Context: an optimization exercise on an open-source flow, tuned for small area, a short achievable clock period and few clock cycles per item. The choices shown serve that exercise and are no tape-out recipe.
In this exercise RTL edits were held to simulation tests only and were not proved equivalent to the original.
Power is estimated from default activity; no workload was simulated.

==> design/flow/design.v <==
module el2_exu_div_ctl
  (
   input logic           clk,                        
   input logic           rst_l,                      
   input logic           dp_valid,                   
   input logic           dp_unsign,                  
   input logic           dp_rem,                     
   input logic  [31:0]   dividend,                   
   input logic  [31:0]   divisor,                    
   input logic           cancel,                     
   output logic          finish_dly,                 
   output logic [31:0]   out                         
  );
   logic        sv_ff;                  
   logic        it_ff;                  
   logic        fin_ff;                 
   logic [3:0]  cnt_ff;                 
   logic        busy, last;
   logic [31:0] r_ff;                   
   logic [31:0] q_ff;                   
   logic [32:0] b_ff;                   
   logic        rem_ff, neg_ff;         
   assign busy = sv_ff | it_ff;
   assign last = it_ff & (cnt_ff == 4'd0);
   wire  sa = ~dp_unsign & dividend[31];
   wire  sb = ~dp_unsign & divisor[31];
   wire  bz = (divisor == 32'b0);
   wire [31:0] abs_a, abs_b;
   div_cneg_in u_nega (.s(sa), .x(dividend), .y(abs_a));
   div_cneg_in u_negb (.s(sb), .x(divisor),  .y(abs_b));
   wire        q1, d1_co, q2, d2_co;
   wire [31:0] r1, d2;
   div_step34 u_s1 (.en(it_ff), .x({2'b0, r_ff}), .b({1'b0, b_ff}), .q(q1), .co(d1_co), .y(r1));
   div_step33 u_s2 (.en(it_ff), .x({1'b0, r1}), .b({1'b0, b_ff[32:1]}), .q(q2), .co(d2_co), .y(d2));
   wire [31:0] r2_n = busy ? r1 : abs_a;
   wire [31:0] r_next = q2 ? d2 : r2_n;
   wire early = ~d1_co;
   wire [5:0] clza, clzb;
   div_clz32 u_clza (.x(r_ff), .n(clza));
   div_clz32 u_clzb (.x(b_ff[31:0]), .n(clzb));
   wire [5:0]  sdiff = clzb - clza;                     
   wire        bzero = clzb[5];
   wire [3:0]  m     = (bzero | ~sv_ff) ? 4'hf : sdiff[4:1];
   wire [32:0] b_rot;
   div_rot33 u_rot (.b(b_ff), .m(m), .y(b_rot));
   always_ff @(posedge clk or negedge rst_l) begin
      if (!rst_l) begin
         sv_ff  <= 1'b0;
         it_ff  <= 1'b0;
         fin_ff <= 1'b0;
      end
      else begin
         sv_ff  <= dp_valid & ~cancel;
         it_ff  <= ~cancel & ((sv_ff & ~early) | (it_ff & (cnt_ff != 4'd0)));
         fin_ff <= ~cancel & last;
      end
   end
   always_ff @(posedge clk) begin
      cnt_ff <= sv_ff ? m : cnt_ff - 4'd1;
      r_ff   <= r_next;
      q_ff   <= it_ff ? ((last & rem_ff) ? r_next : {q_ff[29:0], q1, q2}) :
                sv_ff ? 32'b0 : (abs_a & {32{dp_rem}});
      b_ff   <= busy ? b_rot : {1'b0, abs_b};
      if (!busy) begin
         rem_ff <= dp_rem;
         neg_ff <= dp_rem ? sa : (sa ^ sb) & ~bz;
      end
   end
   wire [31:0] ans;
   div_cneg_out u_nego (.s(neg_ff), .x(q_ff), .y(ans));
   assign out        = ans;
   assign finish_dly = ~cancel & (fin_ff | (sv_ff & early));
endmodule  
module div_cneg_in (input logic s, input logic [31:0] x, output logic [31:0] y);
   wire yy_po_l0_1 = x[1] | x[0];
   wire yy_po_l0_3 = x[3] | x[2];
   wire yy_po_l0_5 = x[5] | x[4];
   wire yy_po_l0_7 = x[7] | x[6];
   wire yy_po_l0_9 = x[9] | x[8];
   wire yy_po_l0_11 = x[11] | x[10];
   wire yy_po_l0_13 = x[13] | x[12];
   wire yy_po_l0_15 = x[15] | x[14];
   wire yy_po_l0_17 = x[17] | x[16];
   wire yy_po_l0_19 = x[19] | x[18];
   wire yy_po_l0_21 = x[21] | x[20];
   wire yy_po_l0_23 = x[23] | x[22];
   wire yy_po_l0_25 = x[25] | x[24];
   wire yy_po_l0_27 = x[27] | x[26];
   wire yy_po_l0_29 = x[29] | x[28];
   wire yy_po_l1_2 = x[2] | yy_po_l0_1;
   wire yy_po_l1_3 = yy_po_l0_3 | yy_po_l0_1;
   wire yy_po_l1_6 = x[6] | yy_po_l0_5;
   wire yy_po_l1_7 = yy_po_l0_7 | yy_po_l0_5;
   wire yy_po_l1_10 = x[10] | yy_po_l0_9;
   wire yy_po_l1_11 = yy_po_l0_11 | yy_po_l0_9;
   wire yy_po_l1_14 = x[14] | yy_po_l0_13;
   wire yy_po_l1_15 = yy_po_l0_15 | yy_po_l0_13;
   wire yy_po_l1_18 = x[18] | yy_po_l0_17;
   wire yy_po_l1_19 = yy_po_l0_19 | yy_po_l0_17;
   wire yy_po_l1_22 = x[22] | yy_po_l0_21;
   wire yy_po_l1_23 = yy_po_l0_23 | yy_po_l0_21;
   wire yy_po_l1_26 = x[26] | yy_po_l0_25;
   wire yy_po_l1_27 = yy_po_l0_27 | yy_po_l0_25;
   wire yy_po_l1_30 = x[30] | yy_po_l0_29;
   wire yy_po_l2_4 = x[4] | yy_po_l1_3;
   wire yy_po_l2_5 = yy_po_l0_5 | yy_po_l1_3;
   wire yy_po_l2_6 = yy_po_l1_6 | yy_po_l1_3;
   wire yy_po_l2_7 = yy_po_l1_7 | yy_po_l1_3;
   wire yy_po_l2_12 = x[12] | yy_po_l1_11;
   wire yy_po_l2_13 = yy_po_l0_13 | yy_po_l1_11;
   wire yy_po_l2_14 = yy_po_l1_14 | yy_po_l1_11;
   wire yy_po_l2_15 = yy_po_l1_15 | yy_po_l1_11;
   wire yy_po_l2_20 = x[20] | yy_po_l1_19;
   wire yy_po_l2_21 = yy_po_l0_21 | yy_po_l1_19;
   wire yy_po_l2_22 = yy_po_l1_22 | yy_po_l1_19;
   wire yy_po_l2_23 = yy_po_l1_23 | yy_po_l1_19;
   wire yy_po_l2_28 = x[28] | yy_po_l1_27;
   wire yy_po_l2_29 = yy_po_l0_29 | yy_po_l1_27;
   wire yy_po_l2_30 = yy_po_l1_30 | yy_po_l1_27;
   wire yy_po_l3_8 = x[8] | yy_po_l2_7;
   wire yy_po_l3_9 = yy_po_l0_9 | yy_po_l2_7;
   wire yy_po_l3_10 = yy_po_l1_10 | yy_po_l2_7;
   wire yy_po_l3_11 = yy_po_l1_11 | yy_po_l2_7;
   wire yy_po_l3_12 = yy_po_l2_12 | yy_po_l2_7;
   wire yy_po_l3_13 = yy_po_l2_13 | yy_po_l2_7;
   wire yy_po_l3_14 = yy_po_l2_14 | yy_po_l2_7;
   wire yy_po_l3_15 = yy_po_l2_15 | yy_po_l2_7;
   wire yy_po_l3_24 = x[24] | yy_po_l2_23;
   wire yy_po_l3_25 = yy_po_l0_25 | yy_po_l2_23;
   wire yy_po_l3_26 = yy_po_l1_26 | yy_po_l2_23;
   wire yy_po_l3_27 = yy_po_l1_27 | yy_po_l2_23;
   wire yy_po_l3_28 = yy_po_l2_28 | yy_po_l2_23;
   wire yy_po_l3_29 = yy_po_l2_29 | yy_po_l2_23;
   wire yy_po_l3_30 = yy_po_l2_30 | yy_po_l2_23;
   wire yy_po_l4_16 = x[16] | yy_po_l3_15;
   wire yy_po_l4_17 = yy_po_l0_17 | yy_po_l3_15;
   wire yy_po_l4_18 = yy_po_l1_18 | yy_po_l3_15;
   wire yy_po_l4_19 = yy_po_l1_19 | yy_po_l3_15;
   wire yy_po_l4_20 = yy_po_l2_20 | yy_po_l3_15;
   wire yy_po_l4_21 = yy_po_l2_21 | yy_po_l3_15;
   wire yy_po_l4_22 = yy_po_l2_22 | yy_po_l3_15;
   wire yy_po_l4_23 = yy_po_l2_23 | yy_po_l3_15;
   wire yy_po_l4_24 = yy_po_l3_24 | yy_po_l3_15;
   wire yy_po_l4_25 = yy_po_l3_25 | yy_po_l3_15;
   wire yy_po_l4_26 = yy_po_l3_26 | yy_po_l3_15;
   wire yy_po_l4_27 = yy_po_l3_27 | yy_po_l3_15;
   wire yy_po_l4_28 = yy_po_l3_28 | yy_po_l3_15;
   wire yy_po_l4_29 = yy_po_l3_29 | yy_po_l3_15;
   wire yy_po_l4_30 = yy_po_l3_30 | yy_po_l3_15;
   wire [30:0] yy_po;
   assign yy_po[0] = x[0];
   assign yy_po[1] = yy_po_l0_1;
   assign yy_po[2] = yy_po_l1_2;
   assign yy_po[3] = yy_po_l1_3;
   assign yy_po[4] = yy_po_l2_4;
   assign yy_po[5] = yy_po_l2_5;
   assign yy_po[6] = yy_po_l2_6;
   assign yy_po[7] = yy_po_l2_7;
   assign yy_po[8] = yy_po_l3_8;
   assign yy_po[9] = yy_po_l3_9;
   assign yy_po[10] = yy_po_l3_10;
   assign yy_po[11] = yy_po_l3_11;
   assign yy_po[12] = yy_po_l3_12;
   assign yy_po[13] = yy_po_l3_13;
   assign yy_po[14] = yy_po_l3_14;
   assign yy_po[15] = yy_po_l3_15;
   assign yy_po[16] = yy_po_l4_16;
   assign yy_po[17] = yy_po_l4_17;
   assign yy_po[18] = yy_po_l4_18;
   assign yy_po[19] = yy_po_l4_19;
   assign yy_po[20] = yy_po_l4_20;
   assign yy_po[21] = yy_po_l4_21;
   assign yy_po[22] = yy_po_l4_22;
   assign yy_po[23] = yy_po_l4_23;
   assign yy_po[24] = yy_po_l4_24;
   assign yy_po[25] = yy_po_l4_25;
   assign yy_po[26] = yy_po_l4_26;
   assign yy_po[27] = yy_po_l4_27;
   assign yy_po[28] = yy_po_l4_28;
   assign yy_po[29] = yy_po_l4_29;
   assign yy_po[30] = yy_po_l4_30;
   wire [31:0] yy;
   assign yy[0] = x[0];
   assign yy[31:1] = x[31:1] ^ ({31{s}} & yy_po);
   assign y = yy;
endmodule
module div_cneg_out (input logic s, input logic [31:0] x, output logic [31:0] y);
   wire yy_po_l0_1 = x[1] | x[0];
   wire yy_po_l0_3 = x[3] | x[2];
   wire yy_po_l0_5 = x[5] | x[4];
   wire yy_po_l0_7 = x[7] | x[6];
   wire yy_po_l0_9 = x[9] | x[8];
   wire yy_po_l0_11 = x[11] | x[10];
   wire yy_po_l0_13 = x[13] | x[12];
   wire yy_po_l0_15 = x[15] | x[14];
   wire yy_po_l0_17 = x[17] | x[16];
   wire yy_po_l0_19 = x[19] | x[18];
   wire yy_po_l0_21 = x[21] | x[20];
   wire yy_po_l0_23 = x[23] | x[22];
   wire yy_po_l0_25 = x[25] | x[24];
   wire yy_po_l0_27 = x[27] | x[26];
   wire yy_po_l0_29 = x[29] | x[28];
   wire yy_po_l1_2 = x[2] | yy_po_l0_1;
   wire yy_po_l1_3 = yy_po_l0_3 | yy_po_l0_1;
   wire yy_po_l1_6 = x[6] | yy_po_l0_5;
   wire yy_po_l1_7 = yy_po_l0_7 | yy_po_l0_5;
   wire yy_po_l1_10 = x[10] | yy_po_l0_9;
   wire yy_po_l1_11 = yy_po_l0_11 | yy_po_l0_9;
   wire yy_po_l1_14 = x[14] | yy_po_l0_13;
   wire yy_po_l1_15 = yy_po_l0_15 | yy_po_l0_13;
   wire yy_po_l1_18 = x[18] | yy_po_l0_17;
   wire yy_po_l1_19 = yy_po_l0_19 | yy_po_l0_17;
   wire yy_po_l1_22 = x[22] | yy_po_l0_21;
   wire yy_po_l1_23 = yy_po_l0_23 | yy_po_l0_21;
   wire yy_po_l1_26 = x[26] | yy_po_l0_25;
   wire yy_po_l1_27 = yy_po_l0_27 | yy_po_l0_25;
   wire yy_po_l1_30 = x[30] | yy_po_l0_29;
   wire yy_po_l2_4 = x[4] | yy_po_l1_3;
   wire yy_po_l2_5 = yy_po_l0_5 | yy_po_l1_3;
   wire yy_po_l2_6 = yy_po_l1_6 | yy_po_l1_3;
   wire yy_po_l2_7 = yy_po_l1_7 | yy_po_l1_3;
   wire yy_po_l2_12 = x[12] | yy_po_l1_11;
   wire yy_po_l2_13 = yy_po_l0_13 | yy_po_l1_11;
   wire yy_po_l2_14 = yy_po_l1_14 | yy_po_l1_11;
   wire yy_po_l2_15 = yy_po_l1_15 | yy_po_l1_11;
   wire yy_po_l2_20 = x[20] | yy_po_l1_19;
   wire yy_po_l2_21 = yy_po_l0_21 | yy_po_l1_19;
   wire yy_po_l2_22 = yy_po_l1_22 | yy_po_l1_19;
   wire yy_po_l2_23 = yy_po_l1_23 | yy_po_l1_19;
   wire yy_po_l2_28 = x[28] | yy_po_l1_27;
   wire yy_po_l2_29 = yy_po_l0_29 | yy_po_l1_27;
   wire yy_po_l2_30 = yy_po_l1_30 | yy_po_l1_27;
   wire yy_po_l3_8 = x[8] | yy_po_l2_7;
   wire yy_po_l3_9 = yy_po_l0_9 | yy_po_l2_7;
   wire yy_po_l3_10 = yy_po_l1_10 | yy_po_l2_7;
   wire yy_po_l3_11 = yy_po_l1_11 | yy_po_l2_7;
   wire yy_po_l3_12 = yy_po_l2_12 | yy_po_l2_7;
   wire yy_po_l3_13 = yy_po_l2_13 | yy_po_l2_7;
   wire yy_po_l3_14 = yy_po_l2_14 | yy_po_l2_7;
   wire yy_po_l3_15 = yy_po_l2_15 | yy_po_l2_7;
   wire yy_po_l3_24 = x[24] | yy_po_l2_23;
   wire yy_po_l3_25 = yy_po_l0_25 | yy_po_l2_23;
   wire yy_po_l3_26 = yy_po_l1_26 | yy_po_l2_23;
   wire yy_po_l3_27 = yy_po_l1_27 | yy_po_l2_23;
   wire yy_po_l3_28 = yy_po_l2_28 | yy_po_l2_23;
   wire yy_po_l3_29 = yy_po_l2_29 | yy_po_l2_23;
   wire yy_po_l3_30 = yy_po_l2_30 | yy_po_l2_23;
   wire yy_po_l4_16 = x[16] | yy_po_l3_15;
   wire yy_po_l4_17 = yy_po_l0_17 | yy_po_l3_15;
   wire yy_po_l4_18 = yy_po_l1_18 | yy_po_l3_15;
   wire yy_po_l4_19 = yy_po_l1_19 | yy_po_l3_15;
   wire yy_po_l4_20 = yy_po_l2_20 | yy_po_l3_15;
   wire yy_po_l4_21 = yy_po_l2_21 | yy_po_l3_15;
   wire yy_po_l4_22 = yy_po_l2_22 | yy_po_l3_15;
   wire yy_po_l4_23 = yy_po_l2_23 | yy_po_l3_15;
   wire yy_po_l4_24 = yy_po_l3_24 | yy_po_l3_15;
   wire yy_po_l4_25 = yy_po_l3_25 | yy_po_l3_15;
   wire yy_po_l4_26 = yy_po_l3_26 | yy_po_l3_15;
   wire yy_po_l4_27 = yy_po_l3_27 | yy_po_l3_15;
   wire yy_po_l4_28 = yy_po_l3_28 | yy_po_l3_15;
   wire yy_po_l4_29 = yy_po_l3_29 | yy_po_l3_15;
   wire yy_po_l4_30 = yy_po_l3_30 | yy_po_l3_15;
   wire [30:0] yy_po;
   assign yy_po[0] = x[0];
   assign yy_po[1] = yy_po_l0_1;
   assign yy_po[2] = yy_po_l1_2;
   assign yy_po[3] = yy_po_l1_3;
   assign yy_po[4] = yy_po_l2_4;
   assign yy_po[5] = yy_po_l2_5;
   assign yy_po[6] = yy_po_l2_6;
   assign yy_po[7] = yy_po_l2_7;
   assign yy_po[8] = yy_po_l3_8;
   assign yy_po[9] = yy_po_l3_9;
   assign yy_po[10] = yy_po_l3_10;
   assign yy_po[11] = yy_po_l3_11;
   assign yy_po[12] = yy_po_l3_12;
   assign yy_po[13] = yy_po_l3_13;
   assign yy_po[14] = yy_po_l3_14;
   assign yy_po[15] = yy_po_l3_15;
   assign yy_po[16] = yy_po_l4_16;
   assign yy_po[17] = yy_po_l4_17;
   assign yy_po[18] = yy_po_l4_18;
   assign yy_po[19] = yy_po_l4_19;
   assign yy_po[20] = yy_po_l4_20;
   assign yy_po[21] = yy_po_l4_21;
   assign yy_po[22] = yy_po_l4_22;
   assign yy_po[23] = yy_po_l4_23;
   assign yy_po[24] = yy_po_l4_24;
   assign yy_po[25] = yy_po_l4_25;
   assign yy_po[26] = yy_po_l4_26;
   assign yy_po[27] = yy_po_l4_27;
   assign yy_po[28] = yy_po_l4_28;
   assign yy_po[29] = yy_po_l4_29;
   assign yy_po[30] = yy_po_l4_30;
   wire [31:0] yy;
   assign yy[0] = x[0];
   assign yy[31:1] = x[31:1] ^ ({31{s}} & yy_po);
   assign y = yy;
endmodule
module div_step34 (input logic en, input logic [33:0] x, input logic [33:0] b, output logic q, output logic co, output logic [31:0] y);
   wire [33:0] d_p0 = x ^ ~b;
   wire [33:0] d_g0 = x & ~b;
   wire d_g1_1 = d_g0[1] | (d_p0[1] & (d_g0[0] | d_p0[0]));
   wire d_g1_3 = d_g0[3] | (d_p0[3] & d_g0[2]);
   wire d_p1_3 = d_p0[3] & d_p0[2];
   wire d_g1_5 = d_g0[5] | (d_p0[5] & d_g0[4]);
   wire d_p1_5 = d_p0[5] & d_p0[4];
   wire d_g1_7 = d_g0[7] | (d_p0[7] & d_g0[6]);
   wire d_p1_7 = d_p0[7] & d_p0[6];
   wire d_g1_9 = d_g0[9] | (d_p0[9] & d_g0[8]);
   wire d_p1_9 = d_p0[9] & d_p0[8];
   wire d_g1_11 = d_g0[11] | (d_p0[11] & d_g0[10]);
   wire d_p1_11 = d_p0[11] & d_p0[10];
   wire d_g1_13 = d_g0[13] | (d_p0[13] & d_g0[12]);
   wire d_p1_13 = d_p0[13] & d_p0[12];
   wire d_g1_15 = d_g0[15] | (d_p0[15] & d_g0[14]);
   wire d_p1_15 = d_p0[15] & d_p0[14];
   wire d_g1_17 = d_g0[17] | (d_p0[17] & d_g0[16]);
   wire d_p1_17 = d_p0[17] & d_p0[16];
   wire d_g1_19 = d_g0[19] | (d_p0[19] & d_g0[18]);
   wire d_p1_19 = d_p0[19] & d_p0[18];
   wire d_g1_21 = d_g0[21] | (d_p0[21] & d_g0[20]);
   wire d_p1_21 = d_p0[21] & d_p0[20];
   wire d_g1_23 = d_g0[23] | (d_p0[23] & d_g0[22]);
   wire d_p1_23 = d_p0[23] & d_p0[22];
   wire d_g1_25 = d_g0[25] | (d_p0[25] & d_g0[24]);
   wire d_p1_25 = d_p0[25] & d_p0[24];
   wire d_g1_27 = d_g0[27] | (d_p0[27] & d_g0[26]);
   wire d_p1_27 = d_p0[27] & d_p0[26];
   wire d_g1_29 = d_g0[29] | (d_p0[29] & d_g0[28]);
   wire d_p1_29 = d_p0[29] & d_p0[28];
   wire d_g1_31 = d_g0[31] | (d_p0[31] & d_g0[30]);
   wire d_p1_31 = d_p0[31] & d_p0[30];
   wire d_g1_33 = d_g0[33] | (d_p0[33] & d_g0[32]);
   wire d_p1_33 = d_p0[33] & d_p0[32];
   wire d_g2_3 = d_g1_3 | (d_p1_3 & d_g1_1);
   wire d_g2_7 = d_g1_7 | (d_p1_7 & d_g1_5);
   wire d_p2_7 = d_p1_7 & d_p1_5;
   wire d_g2_11 = d_g1_11 | (d_p1_11 & d_g1_9);
   wire d_p2_11 = d_p1_11 & d_p1_9;
   wire d_g2_15 = d_g1_15 | (d_p1_15 & d_g1_13);
   wire d_p2_15 = d_p1_15 & d_p1_13;
   wire d_g2_19 = d_g1_19 | (d_p1_19 & d_g1_17);
   wire d_p2_19 = d_p1_19 & d_p1_17;
   wire d_g2_23 = d_g1_23 | (d_p1_23 & d_g1_21);
   wire d_p2_23 = d_p1_23 & d_p1_21;
   wire d_g2_27 = d_g1_27 | (d_p1_27 & d_g1_25);
   wire d_p2_27 = d_p1_27 & d_p1_25;
   wire d_g2_31 = d_g1_31 | (d_p1_31 & d_g1_29);
   wire d_p2_31 = d_p1_31 & d_p1_29;
   wire d_g3_7 = d_g2_7 | (d_p2_7 & d_g2_3);
   wire d_g3_15 = d_g2_15 | (d_p2_15 & d_g2_11);
   wire d_p3_15 = d_p2_15 & d_p2_11;
   wire d_g3_23 = d_g2_23 | (d_p2_23 & d_g2_19);
   wire d_p3_23 = d_p2_23 & d_p2_19;
   wire d_g3_31 = d_g2_31 | (d_p2_31 & d_g2_27);
   wire d_p3_31 = d_p2_31 & d_p2_27;
   wire d_g4_15 = d_g3_15 | (d_p3_15 & d_g3_7);
   wire d_g4_31 = d_g3_31 | (d_p3_31 & d_g3_23);
   wire d_p4_31 = d_p3_31 & d_p3_23;
   wire d_g5_31 = d_g4_31 | (d_p4_31 & d_g4_15);
   wire d_g7_23 = d_g3_23 | (d_p3_23 & d_g4_15);
   wire d_g8_11 = d_g2_11 | (d_p2_11 & d_g3_7);
   wire d_g8_19 = d_g2_19 | (d_p2_19 & d_g4_15);
   wire d_g8_27 = d_g2_27 | (d_p2_27 & d_g7_23);
   wire d_g9_5 = d_g1_5 | (d_p1_5 & d_g2_3);
   wire d_g9_9 = d_g1_9 | (d_p1_9 & d_g3_7);
   wire d_g9_13 = d_g1_13 | (d_p1_13 & d_g8_11);
   wire d_g9_17 = d_g1_17 | (d_p1_17 & d_g4_15);
   wire d_g9_21 = d_g1_21 | (d_p1_21 & d_g8_19);
   wire d_g9_25 = d_g1_25 | (d_p1_25 & d_g7_23);
   wire d_g9_29 = d_g1_29 | (d_p1_29 & d_g8_27);
   wire d_g9_33 = d_g1_33 | (d_p1_33 & d_g5_31);
   wire d_g10_2 = d_g0[2] | (d_p0[2] & d_g1_1);
   wire d_g10_4 = d_g0[4] | (d_p0[4] & d_g2_3);
   wire d_g10_6 = d_g0[6] | (d_p0[6] & d_g9_5);
   wire d_g10_8 = d_g0[8] | (d_p0[8] & d_g3_7);
   wire d_g10_10 = d_g0[10] | (d_p0[10] & d_g9_9);
   wire d_g10_12 = d_g0[12] | (d_p0[12] & d_g8_11);
   wire d_g10_14 = d_g0[14] | (d_p0[14] & d_g9_13);
   wire d_g10_16 = d_g0[16] | (d_p0[16] & d_g4_15);
   wire d_g10_18 = d_g0[18] | (d_p0[18] & d_g9_17);
   wire d_g10_20 = d_g0[20] | (d_p0[20] & d_g8_19);
   wire d_g10_22 = d_g0[22] | (d_p0[22] & d_g9_21);
   wire d_g10_24 = d_g0[24] | (d_p0[24] & d_g7_23);
   wire d_g10_26 = d_g0[26] | (d_p0[26] & d_g9_25);
   wire d_g10_28 = d_g0[28] | (d_p0[28] & d_g8_27);
   wire d_g10_30 = d_g0[30] | (d_p0[30] & d_g9_29);
   wire d_g10_32 = d_g0[32] | (d_p0[32] & d_g5_31);
   wire [33:0] d_c = {d_g9_33, d_g10_32, d_g5_31, d_g10_30, d_g9_29, d_g10_28, d_g8_27, d_g10_26, d_g9_25, d_g10_24, d_g7_23, d_g10_22, d_g9_21, d_g10_20, d_g8_19, d_g10_18, d_g9_17, d_g10_16, d_g4_15, d_g10_14, d_g9_13, d_g10_12, d_g8_11, d_g10_10, d_g9_9, d_g10_8, d_g3_7, d_g10_6, d_g9_5, d_g10_4, d_g2_3, d_g10_2, d_g1_1, (d_g0[0] | d_p0[0])};
   wire [33:0] d = d_p0 ^ {d_c[32:0], 1'b1};
   wire d_co = d_c[33];
   assign co = d_co;
   assign q  = en & d_co;
   assign y  = q ? d[31:0] : x[31:0];
endmodule
module div_step33 (input logic en, input logic [32:0] x, input logic [32:0] b, output logic q, output logic co, output logic [31:0] y);
   wire [32:0] d_p0 = x ^ ~b;
   wire [32:0] d_g0 = x & ~b;
   wire d_g1_1 = d_g0[1] | (d_p0[1] & (d_g0[0] | d_p0[0]));
   wire d_g1_3 = d_g0[3] | (d_p0[3] & d_g0[2]);
   wire d_p1_3 = d_p0[3] & d_p0[2];
   wire d_g1_5 = d_g0[5] | (d_p0[5] & d_g0[4]);
   wire d_p1_5 = d_p0[5] & d_p0[4];
   wire d_g1_7 = d_g0[7] | (d_p0[7] & d_g0[6]);
   wire d_p1_7 = d_p0[7] & d_p0[6];
   wire d_g1_9 = d_g0[9] | (d_p0[9] & d_g0[8]);
   wire d_p1_9 = d_p0[9] & d_p0[8];
   wire d_g1_11 = d_g0[11] | (d_p0[11] & d_g0[10]);
   wire d_p1_11 = d_p0[11] & d_p0[10];
   wire d_g1_13 = d_g0[13] | (d_p0[13] & d_g0[12]);
   wire d_p1_13 = d_p0[13] & d_p0[12];
   wire d_g1_15 = d_g0[15] | (d_p0[15] & d_g0[14]);
   wire d_p1_15 = d_p0[15] & d_p0[14];
   wire d_g1_17 = d_g0[17] | (d_p0[17] & d_g0[16]);
   wire d_p1_17 = d_p0[17] & d_p0[16];
   wire d_g1_19 = d_g0[19] | (d_p0[19] & d_g0[18]);
   wire d_p1_19 = d_p0[19] & d_p0[18];
   wire d_g1_21 = d_g0[21] | (d_p0[21] & d_g0[20]);
   wire d_p1_21 = d_p0[21] & d_p0[20];
   wire d_g1_23 = d_g0[23] | (d_p0[23] & d_g0[22]);
   wire d_p1_23 = d_p0[23] & d_p0[22];
   wire d_g1_25 = d_g0[25] | (d_p0[25] & d_g0[24]);
   wire d_p1_25 = d_p0[25] & d_p0[24];
   wire d_g1_27 = d_g0[27] | (d_p0[27] & d_g0[26]);
   wire d_p1_27 = d_p0[27] & d_p0[26];
   wire d_g1_29 = d_g0[29] | (d_p0[29] & d_g0[28]);
   wire d_p1_29 = d_p0[29] & d_p0[28];
   wire d_g1_31 = d_g0[31] | (d_p0[31] & d_g0[30]);
   wire d_p1_31 = d_p0[31] & d_p0[30];
   wire d_g2_3 = d_g1_3 | (d_p1_3 & d_g1_1);
   wire d_g2_7 = d_g1_7 | (d_p1_7 & d_g1_5);
   wire d_p2_7 = d_p1_7 & d_p1_5;
   wire d_g2_11 = d_g1_11 | (d_p1_11 & d_g1_9);
   wire d_p2_11 = d_p1_11 & d_p1_9;
   wire d_g2_15 = d_g1_15 | (d_p1_15 & d_g1_13);
   wire d_p2_15 = d_p1_15 & d_p1_13;
   wire d_g2_19 = d_g1_19 | (d_p1_19 & d_g1_17);
   wire d_p2_19 = d_p1_19 & d_p1_17;
   wire d_g2_23 = d_g1_23 | (d_p1_23 & d_g1_21);
   wire d_p2_23 = d_p1_23 & d_p1_21;
   wire d_g2_27 = d_g1_27 | (d_p1_27 & d_g1_25);
   wire d_p2_27 = d_p1_27 & d_p1_25;
   wire d_g2_31 = d_g1_31 | (d_p1_31 & d_g1_29);
   wire d_p2_31 = d_p1_31 & d_p1_29;
   wire d_g3_7 = d_g2_7 | (d_p2_7 & d_g2_3);
   wire d_g3_15 = d_g2_15 | (d_p2_15 & d_g2_11);
   wire d_p3_15 = d_p2_15 & d_p2_11;
   wire d_g3_23 = d_g2_23 | (d_p2_23 & d_g2_19);
   wire d_p3_23 = d_p2_23 & d_p2_19;
   wire d_g3_31 = d_g2_31 | (d_p2_31 & d_g2_27);
   wire d_p3_31 = d_p2_31 & d_p2_27;
   wire d_g4_15 = d_g3_15 | (d_p3_15 & d_g3_7);
   wire d_g4_31 = d_g3_31 | (d_p3_31 & d_g3_23);
   wire d_p4_31 = d_p3_31 & d_p3_23;
   wire d_g5_31 = d_g4_31 | (d_p4_31 & d_g4_15);
   wire d_g7_23 = d_g3_23 | (d_p3_23 & d_g4_15);
   wire d_g8_11 = d_g2_11 | (d_p2_11 & d_g3_7);
   wire d_g8_19 = d_g2_19 | (d_p2_19 & d_g4_15);
   wire d_g8_27 = d_g2_27 | (d_p2_27 & d_g7_23);
   wire d_g9_5 = d_g1_5 | (d_p1_5 & d_g2_3);
   wire d_g9_9 = d_g1_9 | (d_p1_9 & d_g3_7);
   wire d_g9_13 = d_g1_13 | (d_p1_13 & d_g8_11);
   wire d_g9_17 = d_g1_17 | (d_p1_17 & d_g4_15);
   wire d_g9_21 = d_g1_21 | (d_p1_21 & d_g8_19);
   wire d_g9_25 = d_g1_25 | (d_p1_25 & d_g7_23);
   wire d_g9_29 = d_g1_29 | (d_p1_29 & d_g8_27);
   wire d_g10_2 = d_g0[2] | (d_p0[2] & d_g1_1);
   wire d_g10_4 = d_g0[4] | (d_p0[4] & d_g2_3);
   wire d_g10_6 = d_g0[6] | (d_p0[6] & d_g9_5);
   wire d_g10_8 = d_g0[8] | (d_p0[8] & d_g3_7);
   wire d_g10_10 = d_g0[10] | (d_p0[10] & d_g9_9);
   wire d_g10_12 = d_g0[12] | (d_p0[12] & d_g8_11);
   wire d_g10_14 = d_g0[14] | (d_p0[14] & d_g9_13);
   wire d_g10_16 = d_g0[16] | (d_p0[16] & d_g4_15);
   wire d_g10_18 = d_g0[18] | (d_p0[18] & d_g9_17);
   wire d_g10_20 = d_g0[20] | (d_p0[20] & d_g8_19);
   wire d_g10_22 = d_g0[22] | (d_p0[22] & d_g9_21);
   wire d_g10_24 = d_g0[24] | (d_p0[24] & d_g7_23);
   wire d_g10_26 = d_g0[26] | (d_p0[26] & d_g9_25);
   wire d_g10_28 = d_g0[28] | (d_p0[28] & d_g8_27);
   wire d_g10_30 = d_g0[30] | (d_p0[30] & d_g9_29);
   wire d_g10_32 = d_g0[32] | (d_p0[32] & d_g5_31);
   wire [32:0] d_c = {d_g10_32, d_g5_31, d_g10_30, d_g9_29, d_g10_28, d_g8_27, d_g10_26, d_g9_25, d_g10_24, d_g7_23, d_g10_22, d_g9_21, d_g10_20, d_g8_19, d_g10_18, d_g9_17, d_g10_16, d_g4_15, d_g10_14, d_g9_13, d_g10_12, d_g8_11, d_g10_10, d_g9_9, d_g10_8, d_g3_7, d_g10_6, d_g9_5, d_g10_4, d_g2_3, d_g10_2, d_g1_1, (d_g0[0] | d_p0[0])};
   wire [32:0] d = d_p0 ^ {d_c[31:0], 1'b1};
   wire d_co = d_c[32];
   assign co = d_co;
   assign q  = en & d_co;
   assign y  = d[31:0];
endmodule
module div_clz32 (input logic [31:0] x, output logic [5:0] n);
   wire c_v0_0 = x[1] | x[0];
   wire c_z0_0 = ~x[1];
   wire c_v0_1 = x[3] | x[2];
   wire c_z0_1 = ~x[3];
   wire c_v0_2 = x[5] | x[4];
   wire c_z0_2 = ~x[5];
   wire c_v0_3 = x[7] | x[6];
   wire c_z0_3 = ~x[7];
   wire c_v0_4 = x[9] | x[8];
   wire c_z0_4 = ~x[9];
   wire c_v0_5 = x[11] | x[10];
   wire c_z0_5 = ~x[11];
   wire c_v0_6 = x[13] | x[12];
   wire c_z0_6 = ~x[13];
   wire c_v0_7 = x[15] | x[14];
   wire c_z0_7 = ~x[15];
   wire c_v0_8 = x[17] | x[16];
   wire c_z0_8 = ~x[17];
   wire c_v0_9 = x[19] | x[18];
   wire c_z0_9 = ~x[19];
   wire c_v0_10 = x[21] | x[20];
   wire c_z0_10 = ~x[21];
   wire c_v0_11 = x[23] | x[22];
   wire c_z0_11 = ~x[23];
   wire c_v0_12 = x[25] | x[24];
   wire c_z0_12 = ~x[25];
   wire c_v0_13 = x[27] | x[26];
   wire c_z0_13 = ~x[27];
   wire c_v0_14 = x[29] | x[28];
   wire c_z0_14 = ~x[29];
   wire c_v0_15 = x[31] | x[30];
   wire c_z0_15 = ~x[31];
   wire c_v1_0 = c_v0_1 | c_v0_0;
   wire c_z1_0_0 = c_v0_1 ? c_z0_1 : c_z0_0;
   wire c_v1_1 = c_v0_3 | c_v0_2;
   wire c_z1_1_0 = c_v0_3 ? c_z0_3 : c_z0_2;
   wire c_v1_2 = c_v0_5 | c_v0_4;
   wire c_z1_2_0 = c_v0_5 ? c_z0_5 : c_z0_4;
   wire c_v1_3 = c_v0_7 | c_v0_6;
   wire c_z1_3_0 = c_v0_7 ? c_z0_7 : c_z0_6;
   wire c_v1_4 = c_v0_9 | c_v0_8;
   wire c_z1_4_0 = c_v0_9 ? c_z0_9 : c_z0_8;
   wire c_v1_5 = c_v0_11 | c_v0_10;
   wire c_z1_5_0 = c_v0_11 ? c_z0_11 : c_z0_10;
   wire c_v1_6 = c_v0_13 | c_v0_12;
   wire c_z1_6_0 = c_v0_13 ? c_z0_13 : c_z0_12;
   wire c_v1_7 = c_v0_15 | c_v0_14;
   wire c_z1_7_0 = c_v0_15 ? c_z0_15 : c_z0_14;
   wire c_v2_0 = c_v1_1 | c_v1_0;
   wire c_z2_0_0 = c_v1_1 ? ~c_v0_3 : ~c_v0_1;
   wire c_z2_0_1 = c_v1_1 ? c_z1_1_0 : c_z1_0_0;
   wire c_v2_1 = c_v1_3 | c_v1_2;
   wire c_z2_1_0 = c_v1_3 ? ~c_v0_7 : ~c_v0_5;
   wire c_z2_1_1 = c_v1_3 ? c_z1_3_0 : c_z1_2_0;
   wire c_v2_2 = c_v1_5 | c_v1_4;
   wire c_z2_2_0 = c_v1_5 ? ~c_v0_11 : ~c_v0_9;
   wire c_z2_2_1 = c_v1_5 ? c_z1_5_0 : c_z1_4_0;
   wire c_v2_3 = c_v1_7 | c_v1_6;
   wire c_z2_3_0 = c_v1_7 ? ~c_v0_15 : ~c_v0_13;
   wire c_z2_3_1 = c_v1_7 ? c_z1_7_0 : c_z1_6_0;
   wire c_v3_0 = c_v2_1 | c_v2_0;
   wire c_z3_0_0 = c_v2_1 ? ~c_v1_3 : ~c_v1_1;
   wire c_z3_0_1 = c_v2_1 ? c_z2_1_0 : c_z2_0_0;
   wire c_z3_0_2 = c_v2_1 ? c_z2_1_1 : c_z2_0_1;
   wire c_v3_1 = c_v2_3 | c_v2_2;
   wire c_z3_1_0 = c_v2_3 ? ~c_v1_7 : ~c_v1_5;
   wire c_z3_1_1 = c_v2_3 ? c_z2_3_0 : c_z2_2_0;
   wire c_z3_1_2 = c_v2_3 ? c_z2_3_1 : c_z2_2_1;
   wire c_v4_0 = c_v3_1 | c_v3_0;
   wire c_z4_0_0 = c_v3_1 ? ~c_v2_3 : ~c_v2_1;
   wire c_z4_0_1 = c_v3_1 ? c_z3_1_0 : c_z3_0_0;
   wire c_z4_0_2 = c_v3_1 ? c_z3_1_1 : c_z3_0_1;
   wire c_z4_0_3 = c_v3_1 ? c_z3_1_2 : c_z3_0_2;
   wire [5:0] c = {~c_v4_0, c_v4_0 & ~c_v3_1, c_v4_0 & c_z4_0_0, c_v4_0 & c_z4_0_1, c_v4_0 & c_z4_0_2, c_v4_0 & c_z4_0_3};
   assign n = c;
endmodule
module div_rot33 (input logic [32:0] b, input logic [3:0] m, output logic [32:0] y);
   wire [32:0] b_r1  = {b[31:0], b[32]};
   wire [32:0] b_r2  = m[0] ? {b_r1[30:0], b_r1[32:31]} : b_r1;
   wire [32:0] b_r4  = m[1] ? {b_r2[28:0], b_r2[32:29]} : b_r2;
   wire [32:0] b_r8  = m[2] ? {b_r4[24:0], b_r4[32:25]} : b_r4;
   assign y          = m[3] ? {b_r8[16:0], b_r8[32:17]} : b_r8;
endmodule
==> design/flow/flow/run.sh <==
#!/bin/bash
# The standard layout (standard.sh), with these changes in how the layout is made:
#  - every input and output port still gets its own buffer, but a plain buf_1
#    (OpenROAD's buffer_ports -buffer_cell) instead of the default delay buffer;
#    the resizer upsizes it where timing needs;
#  - any further ORFS variables listed in flow/extra_vars (one NAME=value per line).
# make's output goes to flow.log; ORFS keeps each step's own log under orfs/logs.
set -euo pipefail
MARGIN=${MARGIN:-6.8}
PORTBUF=${PORTBUF:-sky130_fd_sc_hd__buf_1}
EXTRA="'BUFFER_PORTS_ARGS=-buffer_cell ${PORTBUF}'"
if [[ -f flow/extra_vars ]]; then
  while read -r line; do
    [[ -z "$line" || "$line" == \#* ]] && continue
    EXTRA="$EXTRA '$line'"
  done < flow/extra_vars
fi
sed -E -e "s/SETUP_SLACK_MARGIN=[^ ]+/SETUP_SLACK_MARGIN=${MARGIN}/" \
       -e "s|CLKGATE_MAP_FILE= |CLKGATE_MAP_FILE= ${EXTRA} |" \
       standard.sh > standard_mod.sh
grep -q "BUFFER_PORTS_ARGS" standard_mod.sh
bash standard_mod.sh > flow.log 2>&1
==> design/flow/flow/extra_vars <==
SKIP_INCREMENTAL_REPAIR=1
SETUP_MOVE_SEQUENCE=unbuffer,sizeup,swap
==> design/flow/standard.sh <==
#!/bin/bash
# synth_recipe.tcl (not shown) runs the flow's synth.tcl, then flattens the netlist and writes it again
# the make line also repeats each setting of config.mk as NAME=value (left out here)
make -C /OpenROAD-flow-scripts/flow DESIGN_CONFIG=/design/flow/config.mk WORK_HOME=/design/flow/orfs CLKGATE_MAP_FILE= SYNTH_SCRIPT=/design/flow/synth_recipe.tcl "${@:-finish}"
==> design/flow/config.mk <==
export PLATFORM = sky130hd
export DESIGN_NAME = el2_exu_div_ctl
export DESIGN_NICKNAME = el2_exu_div_ctl
export VERILOG_FILES = /design/flow/design.v
export SDC_FILE = /design/flow/constraint.sdc
export NUM_CORES = 8
export LEC_CHECK = 0
export CAP_MARGIN = 40
export CORE_MARGIN = 2
export CORE_UTILIZATION = 40
export SETUP_SLACK_MARGIN = 5
export SLEW_MARGIN = 40
export SYNTH_HIERARCHICAL = 1
export SYNTH_MINIMUM_KEEP_SIZE = 0
==> design/flow/constraint.sdc <==
create_clock -name core_clock -period 12.0 [get_ports {clk}]
set_input_delay 2.4000 -clock core_clock [delete_from_list [all_inputs] [get_ports {clk}]]
set_output_delay 2.4000 -clock core_clock [all_outputs]
set_load 0.01 [all_outputs]
==> impl_metrics.json, run 1 <==
{
  "antennaDiodeCount": 0,
  "fin_crit_sh": 0.4751,
  "r2r_setup_slack_ns": 6.30,
  "core_area_sq_um": 30510,
  "gp_congestion": 0.8847,
  "critPathMaxFanout": 25,
  "first_global_vias": 10002,
  "dr.pass1.iters": 5,
  "fin_nets": 1501,
  "tightest_slew_ns": 0.9313,
  "cts_tree": "done",
  "clk_pin_slew_ns": 0.08,
  "drt_iter0_drc": 803,
  "ir_drop_uv": 107.9,
  "grt_antenna_before_repair": 0,
  "maxCapViolCount": 0,
  "hold_path.class": "reg2reg",
  "crit_arrival_ns": 5.97,
  "finClkSkew_ns": 0.01069,
  "fin_area_sq_um": 13640,
  "num_rows": 64,
  "hold_viol_final": 0,
  "dieWidth_microns": 179.8,
  "cts.path.max_buffers": 2,
  "syn_inst": 1264,
  "setup_tns_ns": 0,
  "io_pins": 103,
  "drive_gt1_frac": 0.2474,
  "max_freq_mhz": 175.4,
  "syn_area_per_cell_sq_um": 9.775,
  "routed_wl_microns": 34830,
  "via_per_inst": 5.848,
  "layout.cells.non_filler": 1730,
  "area_growth_pct": 10.39,
  "detailed_place_hpwl_microns": 27160,
  "postPlaceCellArea_sq_um": 12980,
  "status": "timing/DRC/antenna clean",
  "cts_sinks": 106,
  "grt_first_pass_wirelength_microns": 55970,
  "grt.overflow.total": 0,
  "r2r-start": "r_ff[0]",
  "drc": 0,
  "period_minus_slack_ns": 5.701,
  "critPathLaunchType": "register",
  "initial_core_util": 0.4050,
  "routed.top_layer": "met4",
  "fin_hold_ws_ns": 0.4834,
  "io_buffers": 102,
  "fp.dieH_microns": 179.8,
  "setup_viol_count_final": 0,
  "crit_path_end_kind": "register",
  "cts_resized": 108,
  "clk_latency_ns": 0.37,
  "wl_met1_microns": 14180,
  "cts_setup_buffers": 0,
  "drv_slew": 0,
  "total_power_mw": 4.043,
  "p_leak_nw": 5.514,
  "ctsHoldBuffers": 0,
  "relSlewSlack": 0.3770,
  "placed_cells": 1714,
  "cts_buffers": 9,
  "ff2ff_path_depth": 24,
  "worstPathRequired_ns": 12.27,
  "vias": 10117,
  "hold_path_depth": 1,
  "dp_slack_ns": 5.414,
  "die_area_sq_um": 32310,
  "drtAntennaViolNets": 0,
  "post_drt_wl_per_cell_microns": 20.13,
  "fin_util": 0.4471,
  "grt_max_degree": 65,
  "yosys_warnings": 7,
  "final.setup.worst_slack_ns": 6.299,
  "synth.cell_area_sq_um": 12360,
  "wl_met3_microns": 1918,
  "path_class": "reg2reg",
  "dr_wl_met2_microns": 17980,
  "min_delay_worst_endpoint": "cnt_ff[0]",
  "hp-start": "cnt_ff[0]",
  "root_buffer": "clkbuf_16",
  "grt_usage": 0.2165,
  "h-tree-depth": 3,
  "p_per_area_nw_per_um2": 296.4,
  "r2r_end": "q_ff[26]"
}
[registers in the layout (all words and copies together) (netlist names)]
signal,flops
fin_ff,1
q_ff,32
cnt_ff,4
neg_ff,1
rem_ff,1
r_ff,32
b_ff,33
sv_ff,1
it_ff,1
[cell usage in the layout, fill, tap and decap left out, types with 8 or more instances in the layout]
master     count
a21o_1        14
a21oi_1       40
a21oi_2        8
a221o_1       32
a31oi_1        9
and3_1        35
buf_1        100
clkbuf_16      9
dfxtp_1       65
dfxtp_2       13
dfxtp_4       23
fa_1          30
ha_1          59
ha_4           9
inv_1        113
mux2_2        35
mux2_4        21
mux2i_1       39
mux4_2        59
nand2_1       83
nand2b_1       9
nand3_1        9
nand4_1       10
nor2_1        40
nor2b_1       12
nor3_1        11
nor4_1        25
o21ai_0       49
o21ai_2       34
o31ai_1       29
o41ai_2       12
or4_4         10
xnor2_1      108
xor2_1        20
[area by class of cell]
type	count	area, sq um
Clock buffer	10	239.0
Clock inverter	6	56.30
Fill cell	2909	16870
Inverter	118	442.9
Multi-Input combinational cell	980	9608
Sequential cell	106	2260
Tap cell	396	495.5
Timing Repair Buffer	114	538.0
[how the worst max path moves through the flow]
stage / start / to / slack [ns] / depth (start not counted)
floorplan: b_ff[27] / q_ff[27] / 6.99 / 23
global placement: b_ff[23] / q_ff[3] / 5.51 / 21
detailed placement: b_ff[23] / q_ff[12] / 5.41 / 21
CTS: b_ff[3] / q_ff[29] / 6.37 / 23
global route: r_ff[0] / q_ff[8] / 6.02 / 22
finish: r_ff[0] / q_ff[26] / 6.30 / 24
[worst max-delay path, cell delays in order (launching register included)]
cell,delay (ns)
dfxtp_2,0.33
inv_1,0.09
ha_1,0.16
fa_1,0.21
nand2b_4,0.14
a21oi_2,0.06
o211ai_1,0.30
a31oi_2,0.18
o41ai_4,0.77
buf_12,0.30
mux2i_2,0.27
inv_1,0.07
ha_2,0.18
fa_2,0.34
nand2b_4,0.16
a21oi_4,0.16
o2111ai_2,0.16
o211a_4,0.31
o21ai_4,0.23
a31oi_1,0.14
fa_2,0.55
inv_2,0.04
nand2_2,0.06
o21ai_2,0.06
a221o_1,0.29
[report_power, final]
group | total [mW] | internal, mW | leakage (nW) | switching (mW)
registers | 0.867 | 0.523 | 0.916 | 0.344
logic | 2.87 | 1.41 | 4.46 | 1.46
clock network | 0.305 | 0.151 | 0.137 | 0.154
[metal layers]
metal | vias up | track usage
li1 | 4822 | -
met1 | 4966 | 0.2630
met2 | 275 | 0.3949
met3 | 54 | 0.03525
met4 | 0 | 0.05789
met5 | - | 0
Testbench counts, summed over its fixed seeds: cycles 18,134, items 3,200.
==> run 2: changes to the inputs <==
--- a/design/flow/flow/run.sh
+++ b/design/flow/flow/run.sh
@@ -8,3 +8,3 @@
 set -euo pipefail
-MARGIN=${MARGIN:-6.8}
+MARGIN=${MARGIN:-7.0}
 PORTBUF=${PORTBUF:-sky130_fd_sc_hd__buf_1}
==> design/flow/flow/extra_vars (replaced) <==
SKIP_INCREMENTAL_REPAIR=1
==> run 2 against run 1 <==
Count of clock-buffer cells in the layout unchanged. Die area stayed put. Via count grew 2.8%. Cell count grew 1.9%. Register-to-register slack improved by 0.54 ns. Largest power group unchanged. Still clean. Combinational power up 6%. Final area increased by 2.4%. Largest cell class unchanged. Hold slack better by 0.0050 ns. Utilization increased by 1.1 points. First-iteration DRC count decreased by 7.3%. Non-clock buffer count increased by 33.
==> impl_metrics.json, run 2 <==
{
  "p_per_area_nw_per_um2": 297.4,
  "fin_crit_sh": 0.4298,
  "setup_tns_ns": 0,
  "hold_path.class": "reg2reg",
  "drtAntennaViolNets": 0,
  "dp_slack_ns": 5.547,
  "swShare": 0.4793,
  "routed_wl_microns": 36790,
  "drv_slew": 0,
  "fin_nets": 1534,
  "grt_usage": 0.2250,
  "syn_area_per_cell_sq_um": 9.775,
  "drt_iter0_drc": 744,
  "clk_pin_slew_ns": 0.08,
  "area_growth_pct": 13.03,
  "tightest_slew_ns": 0.9958,
  "cts_tree": "done",
  "p_leak_nw": 5.704,
  "gp_congestion": 0.9086,
  "post_drt_wl_per_cell_microns": 20.87,
  "synth.cell_area_sq_um": 12360,
  "drive_gt1_frac": 0.2721,
  "via_per_inst": 5.900,
  "grt_first_pass_wirelength_microns": 57680,
  "clk_latency_ns": 0.37,
  "detailed_place_hpwl_microns": 27270,
  "ctsHoldBuffers": 0,
  "postPlaceCellArea_sq_um": 12960,
  "status": "timing/DRC/antenna clean",
  "path_class": "reg2reg",
  "cts_setup_buffers": 33,
  "max_freq_mhz": 193.9,
  "finClkSkew_ns": 0.01291,
  "drc": 0,
  "setup_viol_count_final": 0,
  "initial_core_util": 0.4050,
  "internal_power_mw": 2.163,
  "grt_antenna_before_repair": 0,
  "cts_sinks": 106,
  "critPathMaxFanout": 6,
  "total_power_mw": 4.154,
  "layout_common_cells": "inv_1, xnor2_1, buf_1",
  "cts_buffers": 9,
  "io_buffers": 102,
  "syn_inst": 1264,
  "num_rows": 64,
  "largest_reg_flops": 33,
  "fin_hold_ws_ns": 0.4884,
  "critPathLaunchType": "register",
  "maxCapViolCount": 0,
  "cts.path.max_buffers": 2,
  "placed_cells": 1713,
  "die_area_sq_um": 32310,
  "regMostFlops": "b_ff",
  "crit_path_end_kind": "register",
  "vias": 10402,
  "h-tree-depth": 3,
  "worstPathRequired_ns": 12.25,
  "p_comb_frac": 0.735,
  "io_pins": 103,
  "yosys_warnings": 7,
  "ir_drop_uv": 112.4,
  "top_regs": "b_ff: 33 flops, q_ff: 32 flops, r_ff: 32 flops",
  "fin_util": 0.4578,
  "mostFrequentLayoutCell": "inv_1",
  "grt_max_degree": 66,
  "dr.pass1.iters": 5,
  "dieWidth_microns": 179.8,
  "root_buffer": "clkbuf_16",
  "period_minus_slack_ns": 5.157,
  "layout.cells.non_filler": 1763,
  "final.setup.worst_slack_ns": 6.843,
  "grt.overflow.total": 0,
  "switchingPower_mw": 1.991,
  "seqPwrFrac": 0.188,
  "p_clk_frac": 0.077,
  "fp.dieH_microns": 179.8,
  "hold_viol_final": 0,
  "first_global_vias": 10383,
  "core_area_sq_um": 30510,
  "crit_arrival_ns": 5.41,
  "relSlewSlack": 0.3190,
  "cts_resized": 130,
  "antennaDiodeCount": 0,
  "fin_area_sq_um": 13970
}
## run 2: cell count changes in the layout (fill, tap and decap cells not counted), sizes merged
| cell | delta |
|---|---|
| buf | +32 |
| bufbuf | +1 |
| bufinv | +1 |
| clkinv | +1 |
| clkinvlp | -2 |
## run 2: power groups by stage
stage               Sequential (mW)  Combinational [mW]  Clock (mW)
detailed placement            0.834                2.68           0
CTS                           0.774                3.03       0.327
global placement              0.841                2.61           0
floorplan                     0.665                2.19           0
finish                        0.780                3.05       0.322
global route                  0.792                3.34       0.340
## run 2: cell type report
type	instances	area [sq um]
Fill cell	2890	16540
Multi-Input combinational cell	980	9600
Sequential cell	106	2282
Timing Repair Buffer	147	834.6
Tap cell	396	495.5
Inverter	118	442.9
Clock buffer	10	239.0
Clock inverter	6	71.32
## run 2: final timing paths
check                      startpoint         to  slack [ns]  depth (start not counted)
setup / recovery              b_ff[3]   q_ff[26]        6.84                         25
hold / removal              cnt_ff[0]  cnt_ff[0]        0.49                          1
setup reg to reg              b_ff[3]   q_ff[26]        6.84                         25
max in group asynchronous       rst_l      it_ff       10.01                          1
min in group asynchronous       rst_l     fin_ff        1.83                          1
hold reg to reg             cnt_ff[0]  cnt_ff[0]        0.49                          1
## run 2: metal layers
| metal | share of wire | up-vias | routed length (microns) | track usage |
|---|---|---|---|---|
| met5 | 0 | - | 0 | 0 |
| met4 | 0.046 | 0 | 1694 | 0.1044 |
| met3 | 0.051 | 81 | 1880 | 0.03100 |
| met2 | 0.49 | 338 | 18200 | 0.3980 |
| met1 | 0.41 | 5106 | 15010 | 0.2697 |
| li1 | - | 4877 | - | - |
## run 2: worst max-delay path, cell delays in order (launching register included)
cell	delay, ns
dfxtp_4	0.36
inv_1	0.06
ha_4	0.25
o211ai_1	0.26
a21oi_4	0.06
o211ai_1	0.17
buf_4	0.17
a31oi_4	0.08
buf_4	0.15
o41ai_4	0.31
buf_12	0.17
mux2i_2	0.24
inv_1	0.08
ha_1	0.20
fa_2	0.34
nand2b_4	0.16
a21oi_4	0.16
o2111ai_2	0.15
o211a_4	0.31
o21ai_4	0.21
a31oi_2	0.12
fa_2	0.53
inv_1	0.04
nand2_1	0.07
o21ai_2	0.07
a221o_1	0.29
==> run 3: changes to the inputs <==
--- a/design/flow/flow/run.sh
+++ b/design/flow/flow/run.sh
@@ -8,3 +8,3 @@
 set -euo pipefail
-MARGIN=${MARGIN:-7.0}
+MARGIN=${MARGIN:-6.9}
 PORTBUF=${PORTBUF:-sky130_fd_sc_hd__buf_1}
==> run 3 against run 2 <==
Utilization decreased by 0.49 points. Setup slack got worse by 0.0037 ns. Still clean on timing, DRC and antenna. Critical path type is now reg2out. Clock power decreased by 5%. Hold slack got worse by 0.0088 ns. Sequential share of layout area about the same. Largest cell class unchanged. Critical endpoint is now finish_dly. Sequential cell count unchanged.
==> impl_metrics.json, run 3 <==
{
  "finClkSkew_ns": 0.01083,
  "hold_viol_final": 0,
  "gp_congestion": 0.8847,
  "syn_inst": 1264,
  "fin_util": 0.4528,
  "post_drt_wl_per_cell_microns": 20.25,
  "root_buffer": "clkbuf_16",
  "dp_slack_ns": 5.414,
  "fp.dieH_microns": 179.8,
  "cts_resized": 108,
  "crit_arrival_ns": 2.76,
  "antennaDiodeCount": 0,
  "placed_cells": 1714,
  "wl_met1_microns": 14420,
  "syn_area_per_cell_sq_um": 9.775,
  "drc": 0,
  "worstPathRequired_ns": 9.60,
  "mostFrequentLayoutCell": "inv_1",
  "first_global_vias": 10190,
  "grt_usage": 0.2210,
  "max_freq_mhz": 193.8,
  "grt_max_degree": 65,
  "dr_wl_met2_microns": 18040,
  "regMostFlops": "b_ff",
  "vias": 10241,
  "dieWidth_microns": 179.8,
  "die_area_sq_um": 32310,
  "drive_gt1_frac": 0.2574,
  "cts_buffers": 9,
  "critPathLaunchType": "register",
  "cts.path.max_buffers": 2,
  "relSlewSlack": 0.4233,
  "drv_slew": 0,
  "ctsHoldBuffers": 0,
  "drtAntennaViolNets": 0,
  "fin_hold_ws_ns": 0.4795,
  "p_leak_nw": 5.665,
  "setup_tns_ns": 0,
  "grt_antenna_before_repair": 0,
  "largest_reg_flops": 33,
  "io_buffers": 102,
  "initial_core_util": 0.4050,
  "setup_viol_count_final": 0,
  "clk_latency_ns": 0.37,
  "cts_sinks": 106,
  "area_growth_pct": 11.82,
  "worst_path_largest_cell_delay_ns": 0.36,
  "path_cells": "inv_2 > ha_4 > fa_2 > nand2b_4 > a21oi_4 > o211ai_1 > buf_4 > a31oi_4 > nor3_2 > o21ai_2 > inv_1 > a21oi_2 > nor2_2 > buf_2",
  "fin_nets": 1527,
  "cts_tree": "done",
  "cts_setup_buffers": 24,
  "core_area_sq_um": 30510,
  "final.setup.worst_slack_ns": 6.839,
  "num_rows": 64,
  "h-tree-depth": 3,
  "detailed_place_hpwl_microns": 27160,
  "grt_first_pass_wirelength_microns": 56920,
  "yosys_warnings": 7,
  "crit_path_end_kind": "output port",
  "fillerInstances": 2885,
  "critPathMaxFanout": 3,
  "hold_path.class": "reg2reg",
  "layout_common_cells": "inv_1, xnor2_1, buf_1",
  "top_regs": "b_ff: 33 flops, q_ff: 32 flops, r_ff: 32 flops",
  "tightest_slew_ns": 0.8629,
  "path_class": "reg2out",
  "maxCapViolCount": 0,
  "synth.cell_area_sq_um": 12360,
  "wl_met3_microns": 2021,
  "p_per_area_nw_per_um2": 294.6,
  "clk_pin_slew_ns": 0.08,
  "status": "timing/DRC/antenna clean",
  "fin_crit_sh": 0.4301,
  "crit_slowest_cell": "fa_2",
  "drt_iter0_drc": 803,
  "via_per_inst": 5.832,
  "ir_drop_uv": 105.3,
  "io_pins": 103,
  "grt.overflow.total": 0,
  "dr.pass1.iters": 5,
  "routed_wl_microns": 35560,
  "routed.top_layer": "met4",
  "period_minus_slack_ns": 5.161,
  "layout.cells.non_filler": 1756
}
run 3: path summary, 6_finish.rpt:
kind,slack [ns],end,depth (start not counted),start
max,6.84,finish_dly,14,r_ff[0]
max in group asynchronous,10.01,sv_ff,1,rst_l
min reg2reg,0.48,cnt_ff[0],1,cnt_ff[0]
min in group asynchronous,1.82,it_ff,1,rst_l
max reg2reg,6.86,q_ff[26],23,b_ff[11]
min,0.48,cnt_ff[0],1,cnt_ff[0]
run 3: power breakdown:
part	switching (mW)	internal (mW)	total [mW]
Combinational	1.55	1.42	2.97
Sequential	0.272	0.521	0.793
Clock	0.156	0.151	0.307
Total	1.97	2.10	4.07
run 3: routing by layer:
metal,vias up,GRT usage
li1,4877,-
met4,0,0.07545
met3,69,0.03951
met1,5003,0.2665
met2,292,0.3949
met5,-,0
run 3: cell type report:
type,instances,area [sq um],area share
tap,396,495.5,0.03586
clock inverter,6,56.30,0.004075
clock buffer,10,239.0,0.01730
sequential,106,2258,0.1635
inverter,118,442.9,0.03206
timing repair buffer,139,770.7,0.05579
multi-input combinational,981,9553,0.6914
run 3: worst max-delay path: cells and delay by family (launching register included):
kind / cells / cell delay, ns
adder cells (fa/ha/maj): 2 / 0.51
buffers and inverters: 4 / 0.43
AO/OA/AOI/OAI: 5 / 0.78
AND/OR/NAND/NOR: 3 / 0.29
flip-flops: 1 / 0.35
run 3: per-stage QoR:
stage	area, sq um	power (mW)
2_1_floorplan	12370	2.855
3_3_place_gp	12880	3.474
3_5_place_dp	12980	3.533
4_1_cts	13820	4.059
5_1_grt	13820	4.415
6_report	13820	4.070
==> run 4: changes to the inputs <==
--- a/design/flow/flow/run.sh
+++ b/design/flow/flow/run.sh
@@ -8,3 +8,3 @@
 set -euo pipefail
-MARGIN=${MARGIN:-6.9}
+MARGIN=${MARGIN:-6.6}
 PORTBUF=${PORTBUF:-sky130_fd_sc_hd__buf_1}
==> run 4 against run 3 <==
Wire length is 2.7% lower. Register-to-register slack worse by 0.30 ns. Hold slack better by 0.0050 ns. Critical path type is now reg2reg. Critical endpoint is now q_ff[13]. Largest cell class unchanged.
==> impl_metrics.json, run 4 <==
{
  "status": "timing/DRC/antenna clean",
  "crit_arrival_ns": 5.70,
  "initial_core_util": 0.4050,
  "dp_slack_ns": 5.414,
  "detailed_place_hpwl_microns": 27160,
  "fin_nets": 1503,
  "path_class": "reg2reg",
  "syn_inst": 1264,
  "cts.path.max_buffers": 2,
  "drt_iter0_drc": 780,
  "p_leak_nw": 5.516,
  "fp.dieH_microns": 179.8,
  "mostFrequentLayoutCell": "inv_1",
  "clk_pin_slew_ns": 0.08,
  "use_met3": 0.03626,
  "num_rows": 64,
  "cts_setup_buffers": 1,
  "first_global_vias": 9937,
  "grt_first_pass_wirelength_microns": 55590,
  "fin_crit_sh": 0.4536,
  "core_area_sq_um": 30510,
  "busiest_layer": "met2",
  "area_growth_pct": 8.415,
  "post_drt_wl_per_cell_microns": 19.98,
  "io_buffers": 102,
  "p_per_area_nw_per_um2": 290.3,
  "cts_resized": 40,
  "die_area_sq_um": 32310,
  "drc": 0,
  "drive_gt1_frac": 0.2156,
  "tightest_slew_ns": 0.8744,
  "cts_tree": "done",
  "setup_tns_ns": 0,
  "grt_usage": 0.2152,
  "h-tree-depth": 3,
  "period_minus_slack_ns": 5.444,
  "cts_buffers": 9,
  "routed_wl_microns": 34610,
  "root_buffer": "clkbuf_16",
  "vias": 10125,
  "io_pins": 103,
  "top_regs": "b_ff: 33 flops, q_ff: 32 flops, r_ff: 32 flops",
  "cts_sinks": 106,
  "antennaDiodeCount": 0,
  "ir_drop_uv": 107.6,
  "relSlewSlack": 0.4156,
  "max_freq_mhz": 183.7,
  "layout_common_cells": "inv_1, xnor2_1, buf_1",
  "critPathLaunchType": "register",
  "grt_use_met1": 0.2638,
  "grtUsageMet2": 0.3899,
  "drv_slew": 0,
  "ctsHoldBuffers": 0,
  "grt_max_degree": 65,
  "total_power_mw": 3.889,
  "largest_reg_flops": 33,
  "regMostFlops": "b_ff",
  "clk_latency_ns": 0.37,
  "worstPathRequired_ns": 12.26,
  "grt_antenna_before_repair": 0,
  "fin_util": 0.4391,
  "finClkSkew_ns": 0.01139,
  "final.setup.worst_slack_ns": 6.556,
  "dieWidth_microns": 179.8,
  "dr.pass1.iters": 6,
  "grt.overflow.total": 0,
  "via_per_inst": 5.846,
  "hold_viol_final": 0,
  "syn_area_per_cell_sq_um": 9.775,
  "gp_congestion": 0.8847,
  "setup_viol_count_final": 0,
  "drtAntennaViolNets": 0,
  "yosys_warnings": 7,
  "crit_path_end_kind": "register",
  "critPathMaxFanout": 45,
  "synth.cell_area_sq_um": 12360,
  "maxCapViolCount": 0,
  "hold_path.class": "reg2reg"
}
## run 4: final timing paths
kind / startpoint / to / slack [ns] / cells after the start
worst max register to register: b_ff[7] / q_ff[13] / 6.56 / 21
worst min-delay path: cnt_ff[0] / cnt_ff[0] / 0.48 / 1
worst min register to register: cnt_ff[0] / cnt_ff[0] / 0.48 / 1
min in group asynchronous: rst_l / it_ff / 1.82 / 1
worst max-delay path: b_ff[7] / q_ff[13] / 6.56 / 21
max in group asynchronous: rst_l / sv_ff / 10.02 / 1
## run 4: critical path, cell delays in order (launching register included)
cell and delay [ns]:
dfxtp_2 0.43, inv_1 0.07, ha_1 0.35, a21oi_1 0.19
nand2_1 0.09, o211ai_1 0.34, nand3_1 0.30, a21o_1 0.26
a21o_1 0.19, fa_1 0.37, xor2_1 0.15, mux2_4 0.28
ha_1 0.33, a21oi_1 0.15, o21ai_0 0.17, a221oi_2 0.46
o211ai_2 0.15, and3_4 0.30, buf_8 0.24, nand2_1 0.13
o21ai_2 0.07, a221o_1 0.30
## run 4: metal layers
layer	part of all wire	routed length, microns	vias to the layer above
met1	0.41	14330	4993
li1	-	-	4823
met3	0.052	1783	48
met2	0.52	17830	261
met4	0.019	674	0
met5	0	0	-
## run 4: report_power, final
part	internal, mW	switching [mW]	total, mW
sequential	0.504	0.334	0.838
combinational	1.33	1.41	2.74
clock	0.151	0.155	0.306
total	1.98	1.90	3.89
## run 4: final cells by class
class | instances | area (sq um)
Clock buffer | 10 | 239.0
Fill cell | 2937 | 17110
Sequential cell | 106 | 2200
Tap cell | 396 | 495.5
Clock inverter | 6 | 56.30
Multi-Input combinational cell | 980 | 9385
Timing Repair Buffer | 116 | 576.8
Inverter | 118 | 442.9
## run 4: per-stage QoR
| step | hold WS (ns) | std cells | instance area, sq um |
|---|---|---|---|
| global route | 0.5120 | 1732 | 13400 |
| CTS | 0.4881 | 1732 | 13400 |
| floorplan | 0.4422 | 1268 | 12370 |
| global placement | 0.4758 | 1709 | 12880 |
| finish | 0.4845 | 1732 | 13400 |
| detailed placement | 0.4636 | 1714 | 12980 |

-- what the ideal ports hide --
The flow's constraints put no driver on any port. The routed layouts listed below were extracted and timed again, unchanged, in two steps. Step 1 sets driving cells, clkbuf_16 on the clock port and buf_2 on the other inputs (assumed; they add their load-dependent delay and slew). Step 2, shift: input delay + t, output delay - t, t = (earliest + latest rising clock arrival at the registers) / 2. This alone moves slack from input paths to output paths. a / b / c = ideal ports / drivers / drivers and shift; a / b = the first two.
run | shift t [ns] | setup WS [ns] | worst setup path at the end | worst register clock-pin slew, ns
run 1 | 0.416 | 6.299 / 6.299 / 6.299 | register to register | 0.08 / 0.08
run 2 | 0.409 | 6.843 / 6.843 / 6.843 | register to register | 0.08 / 0.08
run 3 | 0.413 | 6.839 / 6.793 / 6.851 | input to output | 0.08 / 0.08
run 4 | 0.417 | 6.556 / 6.536 / 6.556 | register to register | 0.08 / 0.08
After both steps setup and hold are still met in every run listed.
